From an optimization exercise on the open Yosys and OpenROAD flow, aimed at a short achievable clock period and few clock cycles per item; shortcuts taken in it are not production practice.
In this exercise RTL edits were held to simulation tests only and were not proved equivalent to the original.
No activity file was given, so power comes from the tool's default toggle rates.

Design top_RISCV, start of the top module:
module top_RISCV #(
    parameter n = 10,
    parameter m = 32
)(
    input wire clk,
    input wire rst,
    output wire [n-1:0] addr,
    output wire [m-1:0] write_data,
    output wire memwr,
    input wire [31:0] read_data,
    output wire [31:0] PC,
    input wire [31:0] instr
);
localparam [6:0] OP_R = 7'b0110011, OP_I = 7'b0010011, OP_L = 7'b0000011,
                 OP_S = 7'b0100011, OP_B = 7'b1100011, OP_J = 7'b1101111,
                 OP_JR = 7'b1100111;
reg  [7:0]  fidx;            
reg  [7:0]  pc_o;            
reg  [31:0] pc_xn;           
reg         v_e;
reg  [31:0] a_e, b_e, sd_e, imm_e;
reg         fa_e, fb_e, fs_e;        
reg         wa_e, wb_e, ws_e;        
reg         q_ab, q_mb, q_wb, q_am, q_aw, q_mw, q_same;   
reg  [4:0]  rd_e;
reg         nbf_e;                   
reg         wen_e, sub_e, and_e, or_e, br_e, bne_e, jal_e, jalr_e, lw_e, sw_e, link_e, alu_e, add_e;
reg  [31:0] npc;             
reg  [31:0] res_m;
reg  [4:0]  rd_m;
reg         wen_m, ld_m;
reg  [31:0] wb_w;            
reg  [9:0]  addr_r;
reg  [31:0] wdata_r;
reg         memwr_r;
reg  [7:0]  ras;             
reg  [31:0] rf [1:31];
assign PC         = {~pc_xn[31:10], pc_o, ~pc_xn[1:0]};
assign addr       = addr_r;
assign write_data = wdata_r;
assign memwr      = memwr_r;
wire [31:0] mval = ld_m ? read_data : res_m;
wire [31:0] A  = fa_e ? res_m : wa_e ? wb_w : a_e;
wire [31:0] B  = fb_e ? res_m : wb_e ? wb_w : b_e;
wire [31:0] SD = fs_e ? mval  : ws_e ? wb_w : sd_e;
wire [31:0] sum, tgt;
wire [29:0] link_hi;
adder #(32) u_sum  (.a(A), .b(sub_e ? ~B : B), .ci(sub_e), .s(sum));
adder #(32) u_tgt  (.a(npc), .b(imm_e), .ci(1'b0), .s(tgt));
adder #(30) u_link (.a(npc[31:2]), .b(30'd0), .ci(1'b1), .s(link_hi));
wire [31:0] link = {link_hi, npc[1:0]};
wire [31:0] alu = and_e ? (A & B) : or_e ? (A | B) : sum;
wire [31:0] res_e = link_e ? link : alu;
wire eq_ab, eq_mb, eq_wb, eq_am, eq_aw, eq_mw;
eqcmp #(32) u_eqab (.a(a_e),   .b(b_e),   .eq(eq_ab));
eqcmp #(32) u_eqmb (.a(res_m), .b(b_e),   .eq(eq_mb));
eqcmp #(32) u_eqwb (.a(wb_w),  .b(b_e),   .eq(eq_wb));
eqcmp #(32) u_eqam (.a(a_e),   .b(res_m), .eq(eq_am));
eqcmp #(32) u_eqaw (.a(a_e),   .b(wb_w),  .eq(eq_aw));
eqcmp #(32) u_eqmw (.a(res_m), .b(wb_w),  .eq(eq_mw));
  ...
Size in the first run: ~11000 cells after synthesis, about 1300 flip-flops, about 140 I/O pins, about 0.081 mm² of cells after synthesis.
Settings: LEC_CHECK=0, CAP_MARGIN=20, CORE_MARGIN=2, CORE_UTILIZATION=40, SETUP_SLACK_MARGIN=5, SLEW_MARGIN=20; clock period 10.0 ns.
standard.sh (not shown) runs the stock make flow with config.mk's settings and CLKGATE_MAP_FILE= SYNTH_SCRIPT=/design/flow/synth_recipe.tcl, a recipe that flattens the netlist after the stock synthesis.
==> flow/flow/run.sh <==
#!/bin/bash
# Layout flow: the standard ORFS flow (standard.sh) with these changes:
#  - synthesis maps the logic with abc using flow/abc_fast.script, which maps
#    every path for delay (the standard script recovers area on paths abc
#    thinks are short, which is most of the paths from the input ports),
#    without the slow 4-high-stack gates listed in flow/abc_dont_use.txt;
#  - no full/half adder cells (ADDER_MAP_FILE empty): the adders, written as
#    prefix adders in the RTL, go to abc as plain logic;
#  - repair_timing aims at a tighter setup margin than the 5 ns that the
#    settings list allows, so it keeps working down to a ~3.5 ns period;
#  - the port buffers are buf_8 cells (buffer_ports otherwise picks a
#    clock-delay buffer, which repair may only swap for other delay cells).
# Registers, constraints, floorplan, CTS and routing are standard.sh's.
# make's full output goes to flow_make.log here; ORFS keeps each step's log
# under orfs/logs/.
set -euo pipefail
WD=$(pwd)
MARGIN=${FLOW_SETUP_MARGIN:-6.8}
sed "s|@WD@|$WD|g" flow/synth_wrap.tcl > flow_synth.tcl
grep -q 'SYNTH_SCRIPT=[^ ]*synth_recipe.tcl' standard.sh
grep -q '"${@:-finish}"' standard.sh
sed -e "s|SYNTH_SCRIPT=[^ ]*synth_recipe.tcl|SYNTH_SCRIPT=$WD/flow_synth.tcl|" \
    -e "s|\"\${@:-finish}\"|SETUP_SLACK_MARGIN=${MARGIN} ADDER_MAP_FILE= BUFFER_PORTS_ARGS=\"-buffer_cell sky130_fd_sc_hd__buf_8\" \"\${@:-finish}\"|" \
    standard.sh > flow_standard.sh
grep -q "SETUP_SLACK_MARGIN=${MARGIN} ADDER_MAP_FILE=" flow_standard.sh
grep -q "SYNTH_SCRIPT=$WD/flow_synth.tcl" flow_standard.sh
bash flow_standard.sh "$@" > flow_make.log 2>&1
==> flow/flow/abc_fast.script <==
strash
dch -f
map -D 10
buffer -c
topo
stime -c
upsize -c
dnsize -c
Other scripts of this flow, unchanged in this note and not shown: flow/flow/abc_dont_use.txt, flow/flow/synth_wrap.tcl
The baseline passed the timing, design-rule and antenna checks.
Testbench counts at the start, summed over its fixed seeds: cycles 22,016, instrs 21,298.
Change:
--- a/flow/flow/run.sh
+++ b/flow/flow/run.sh
@@ -10,3 +10,3 @@
 #    settings list allows, so it keeps working down to a ~3.5 ns period;
-#  - the port buffers are buf_8 cells (buffer_ports otherwise picks a
+#  - the port buffers are buf_4 cells (buffer_ports otherwise picks a
 #    clock-delay buffer, which repair may only swap for other delay cells).
@@ -22,3 +22,3 @@
 sed -e "s|SYNTH_SCRIPT=[^ ]*synth_recipe.tcl|SYNTH_SCRIPT=$WD/flow_synth.tcl|" \
-    -e "s|\"\${@:-finish}\"|SETUP_SLACK_MARGIN=${MARGIN} ADDER_MAP_FILE= BUFFER_PORTS_ARGS=\"-buffer_cell sky130_fd_sc_hd__buf_8\" \"\${@:-finish}\"|" \
+    -e "s|\"\${@:-finish}\"|SETUP_SLACK_MARGIN=${MARGIN} ADDER_MAP_FILE= BUFFER_PORTS_ARGS=\"-buffer_cell sky130_fd_sc_hd__buf_4\" \"\${@:-finish}\"|" \
     standard.sh > flow_standard.sh
==> flow/flow/abc_fast.script (replaced) <==
strash
dch
map -D 10
buffer -c
topo
stime -c
upsize -c
dnsize -c
Effect:
- die area goes down by about 0.65%
- global-route usage barely changes
- maximum frequency goes down by about 0.35%
- combinational power goes down by about 6%
- setup slack loses 0.013 ns
- design area goes down by 2.3%
- clock power goes up by 4.2%
- synthesized area goes down by about 0.65%

what the ideal ports hide:
How much do the figures lean on ideal ports? The routed layouts below were timed once more, with nothing changed but the port constraints. Step 1 assumes that a clkbuf_16 drives the clock port and a buf_2 every other input. Step 2 adds t to the input delays and takes it off the output delays; t is the mean of the earliest and latest rising clock arrival at the registers after step 1. Input paths then give back, and output paths get back, about the clock's delay inside the block. Slacks: ideal / step 1 / step 2; pairs: ideal / step 1.
run | t, ns | setup slack, ns | worst hold slack (ns) | worst setup path at the end | worst register clock-pin slew, ns
the first run | 0.932 | 6.432 / 6.233 / 5.301 | 0.374 / 0.374 / 0.374 | input to register | 0.07 / 0.07
the second run | 0.946 | 6.420 / 6.218 / 5.272 | 0.358 / 0.358 / 0.358 | input to register | 0.08 / 0.08
After both steps setup and hold are still met in every run listed. For the second run, which loses most, drivers alone change the setup slack by -0.202 ns; drivers and shift together by -1.148 ns.
